Source: an optimization exercise on an open RTL-to-GDS flow (aim: small area, a short achievable clock period and few clock cycles). Production flows keep margins and buffers that such runs may drop. The RTL was checked by simulation tests, not by an equivalence proof against the original design. Power is estimated from default activity; no workload was simulated.

==> exp/delta: inputs <==
==> flow/design.v <==
`timescale 1ns / 1ps
module Translate (
    input             CLK,
    input             RSTn,        
    output     [15:0] MADDR,       
    output            M_W,         
    output     [15:0] MDATAOUT,    
    input      [15:0] MDATAIN,     
    output reg        HALTED
);
    parameter word_size = 16;
    reg [1:0]            stage;    
    reg [word_size-1:0]  PC;
    reg [word_size-1:0]  I_IN;
    reg [word_size-1:0]  regdata1;
    reg                  equal;
    reg [word_size-1:0]  REG [15:0];
    wire [3:0] op      = I_IN[15:12];
    wire [3:0] regaddr1 = I_IN[11:8];
    wire [3:0] regaddr2 = I_IN[7:4];
    wire [3:0] regaddr3 = I_IN[3:0];
    wire [7:0] im      = I_IN[7:0];
    wire [3:0] offset  = I_IN[3:0];
    wire [7:0] target  = I_IN[11:4];
    wire [word_size-1:0] r1 = REG[regaddr1];
    wire [word_size-1:0] r2 = REG[regaddr2];
    wire [word_size-1:0] r3 = REG[regaddr3];
    wire mem_op = (op == 4'b0001) || (op == 4'b0011);
    assign MADDR    = (stage == 2'd2 && mem_op) ? {8'b0, im} : PC;
    assign M_W      = (stage == 2'd2 && op == 4'b0011);
    assign MDATAOUT = r1;
    wire [word_size-1:0] sum  = r2 + r3;
    wire [word_size-1:0] diff = r2 - r3;
    wire add_overflow = (r2[16-1] & r3[16-1] & ~sum[16-1]) |
                        (~r2[16-1] & ~r3[16-1] & sum[16-1]);
    wire sub_overflow = (r2[16-1] & ~r3[16-1] & ~diff[16-1]) |
                        (~r2[16-1] & r3[16-1] & diff[16-1]);
    always @(posedge CLK) begin
        if (!RSTn) begin
            stage  <= 2'd0;
            PC     <= 16'd0;
            HALTED <= 1'b0;
        end else if (!HALTED) begin
            stage <= stage + 2'd1;
            case (stage)
            2'd1: I_IN <= MDATAIN;
            2'd2: begin
                equal <= (r1 == r2);
                case (op)
                4'b0111: begin
                    regdata1 <= sum;
                    REG[4'b0111] <= {15'b0, add_overflow};
                end
                4'b1000: begin
                    regdata1 <= diff;
                    REG[4'b0111] <= {15'b0, sub_overflow};
                end
                4'b0110:   regdata1 <= r2 | r3;
                4'b0101:  regdata1 <= r2 & r3;
                4'b1001:  regdata1 <= (r2 < r3) ? 16'd1 : 16'd0;
                default: ;
                endcase
            end
            2'd3: begin
                case (op)
                4'b0001: begin
                    REG[regaddr1] <= MDATAIN;
                    PC <= PC + 16'd1;
                end
                4'b0011: PC <= PC + 16'd1;
                4'b0111, 4'b1000, 4'b0110, 4'b0101, 4'b1001: begin
                    REG[regaddr1] <= regdata1;
                    PC <= PC + 16'd1;
                end
                4'b1100: begin
                    REG[regaddr1] <= {8'b0, im};
                    PC <= PC + 16'd1;
                end
                4'b1010: PC <= equal ? PC + {12'b0, offset} : PC + 16'd1;
                4'b1011: PC <= {8'b0, target};
                default: HALTED <= 1'b1;
                endcase
            end
            default: ;
            endcase
        end
    end
endmodule
==> flow/run.sh <==
#!/bin/bash
# synth_recipe.tcl (not shown) runs the flow's synth.tcl, then flattens the netlist and writes it again
# the make line also repeats each setting of config.mk as NAME=value (left out here)
make -C /OpenROAD-flow-scripts/flow DESIGN_CONFIG=/design/flow/config.mk WORK_HOME=/design/flow/orfs CLKGATE_MAP_FILE= SYNTH_SCRIPT=/design/flow/synth_recipe.tcl finish
==> flow/config.mk <==
export PLATFORM = sky130hd
export DESIGN_NAME = Translate
export DESIGN_NICKNAME = Translate
export VERILOG_FILES = /design/flow/design.v
export SDC_FILE = /design/flow/constraint.sdc
export NUM_CORES = 4
export LEC_CHECK = 0
export CAP_MARGIN = 20
export CORE_MARGIN = 2
export CORE_UTILIZATION = 40
export SLEW_MARGIN = 20
==> flow/constraint.sdc <==
create_clock -name core_clock -period 6.0 [get_ports {CLK}]
set_input_delay 1.2000 -clock core_clock [delete_from_list [all_inputs] [get_ports {CLK}]]
set_output_delay 1.2000 -clock core_clock [all_outputs]
set_load 0.01 [all_outputs]
==> exp/raven (differences from exp/delta) <==
==> flow/design.v, changed modules only <==
module Translate (
    input             CLK,
    input             RSTn,        
    output     [15:0] MADDR,       
    output            M_W,         
    output     [15:0] MDATAOUT,    
    input      [15:0] MDATAIN,     
    output            HALTED
);
    localparam [3:0] OP_LW = 4'b0001, OP_SW = 4'b0011, OP_AND = 4'b0101,
                     OP_OR = 4'b0110, OP_ADD = 4'b0111, OP_SUB = 4'b1000,
                     OP_SLT = 4'b1001, OP_BEQ = 4'b1010, OP_J = 4'b1011,
                     OP_ADDI = 4'b1100;
    reg  [255:0] RF;       
    reg  [15:0]  NPC;      
    reg          AV;       
    reg  [15:0]  IR;       
    reg          IV;       
    reg  [3:0]   RB;       
    reg  [15:0]  BT;       
    reg          H;        
    reg          LWP;      
    reg  [3:0]   LWD;      
    wire [3:0] op = IR[15:12];
    wire [3:0] wa = IR[11:8];
    wire [3:0] ra = IR[7:4];
    wire [7:0] im = IR[7:0];
    wire is_lw   = (op == OP_LW);
    wire is_sw   = (op == OP_SW);
    wire is_and  = (op == OP_AND);
    wire is_or   = (op == OP_OR);
    wire is_add  = (op == OP_ADD);
    wire is_sub  = (op == OP_SUB);
    wire is_slt  = (op == OP_SLT);
    wire is_beq  = (op == OP_BEQ);
    wire is_addi = (op == OP_ADDI);
    wire is_halt = (op == 4'b0000) || (op == 4'b0010) || (op == 4'b0100) ||
                   (op == 4'b1101) || (op == 4'b1110) || (op == 4'b1111);
    wire ex = IV & ~LWP & ~H;
    wire [15:0] A = RF[{ra, 4'b0} +: 16];
    wire [15:0] B = RF[{RB, 4'b0} +: 16];
    wire        inv = is_sub | is_slt;
    wire [15:0] Bx  = inv ? ~B : B;
    wire [16:0] S   = {1'b0, A} + {1'b0, Bx} + {16'b0, inv};
    wire        ovf = (A[15] == Bx[15]) & (S[15] != A[15]);
    reg [15:0] res;
    always @(*) begin
        case (op)
        OP_AND:  res = A & B;
        OP_OR:   res = A | B;
        OP_SLT:  res = {15'b0, ~S[16]};
        OP_ADDI: res = {8'b0, im};
        default: res = S[15:0];
        endcase
    end
    wire eq    = (A == B);
    wire taken = ex & is_beq & eq;
    wire we    = ex & (is_and | is_or | is_add | is_sub | is_slt | is_addi);
    wire ovw   = ex & (is_add | is_sub);
    wire mem_e = ex & (is_lw | is_sw);
    wire hit   = ex & is_sw & AV & (({8'b0, im} + 16'd1) == NPC);
    wire in_j  = AV & (MDATAIN[15:12] == OP_J);
    wire [15:0] jt = {8'b0, MDATAIN[11:4]};
    wire [15:0] fa = in_j ? jt : NPC;
    wire jf    = in_j & ~taken & ~hit;     
    assign MADDR    = mem_e ? {8'b0, im} : fa;
    assign M_W      = ex & is_sw;
    assign MDATAOUT = B;
    assign HALTED   = H | (IV & ~LWP & is_halt);
    wire [15:0] wd = LWP ? MDATAIN : res;
    integer k;
    always @(posedge CLK) begin
        for (k = 0; k < 16; k = k + 1) begin
            if (LWP ? (LWD == k) : (we & (wa == k)))
                RF[16*k +: 16] <= wd;
            else if (k == 7 && ovw)
                RF[16*k +: 16] <= {15'b0, ovf};
        end
    end
    wire [3:0] in_op = MDATAIN[15:12];
    wire [4:0] zm1   = {1'b0, MDATAIN[3:0]} - 5'd1;
    always @(posedge CLK) begin
        if (AV) begin
            IR <= MDATAIN;
            RB <= (in_op == OP_SW || in_op == OP_BEQ) ? MDATAIN[11:8] : MDATAIN[3:0];
            BT <= NPC + {{11{zm1[4]}}, zm1};
        end
        LWD <= wa;
        if (!RSTn) begin
            NPC <= 16'd0;
            AV  <= 1'b0;
            IV  <= 1'b0;
            H   <= 1'b0;
            LWP <= 1'b0;
        end else begin
            LWP <= ex & is_lw;
            if (ex & is_halt) H <= 1'b1;
            AV  <= ~mem_e & ~taken;
            IV  <= (AV & ~in_j & ~taken & ~hit) | (IV & ~ex);
            if (taken)      NPC <= BT;
            else if (hit)   NPC <= {8'b0, im};
            else if (!mem_e) NPC <= fa + 16'd1;
            else if (jf)    NPC <= jt;
        end
    end
endmodule
==> qor.yml <==
run_status:
  status: "finished clean"
global_route:
  grtUsageMet1_pct: 31.7
power:
  fin_total_pwr_mw: 5.44
  combPwrFrac_pct: 12.3
drt:
  firstDrtPassIters: 7
timing:
  fin_hold_ws_ns: 0.538
yosys:
  synth-xor-area-share_pct: 1.36
finish:
  multi_input_cells: 823
(the above is from exp/delta)
==> qor.yml <==
power:
  fin_total_pwr_mw: 6.05
  combPwrFrac_pct: 18.9
yosys:
  synth-xor-area-share_pct: 2.67
critical_path:
  crit_start: "IR[4]$_DFFE_PP_"
finish:
  final-seq-area_um2: 9250
  multi_input_cells: 785
run_status:
  status: "finished clean"
global_route:
  grtUsageMet1_pct: 30.6
timing:
  fin_hold_ws_ns: 0.447
(the above is from exp/raven)
Testbench counts of exp/raven, summed over its fixed seeds: cycles 191,203.

-- separate check: timing with driven ports --
The results above use ideal ports. As a check the final layouts listed here were re-extracted and re-timed, cells and wires unchanged.
Step 1: set_driving_cell puts a clkbuf_16 on CLK and a buf_2 on each other input, an assumption about the parent block.
Step 2 moves the port delays by t, midway between the first and last clock arrival at a register: inputs arrive t later, outputs are due t later. That takes back most of the time a late clock gives input paths.
a / b / c = ideal / step 1 / step 2; a / b = the first two.
| run | t, ns | slack for setup (ns) | clock arrival spread, ns |
|---|---|---|---|
| exp/delta | 0.603 | 1.131 / 1.131 / 1.131 | 0.026 / 0.025 |
| exp/raven | 0.605 | 0.839 / 0.839 / 0.839 | 0.020 / 0.020 |
After both steps every run listed still meets setup and hold.
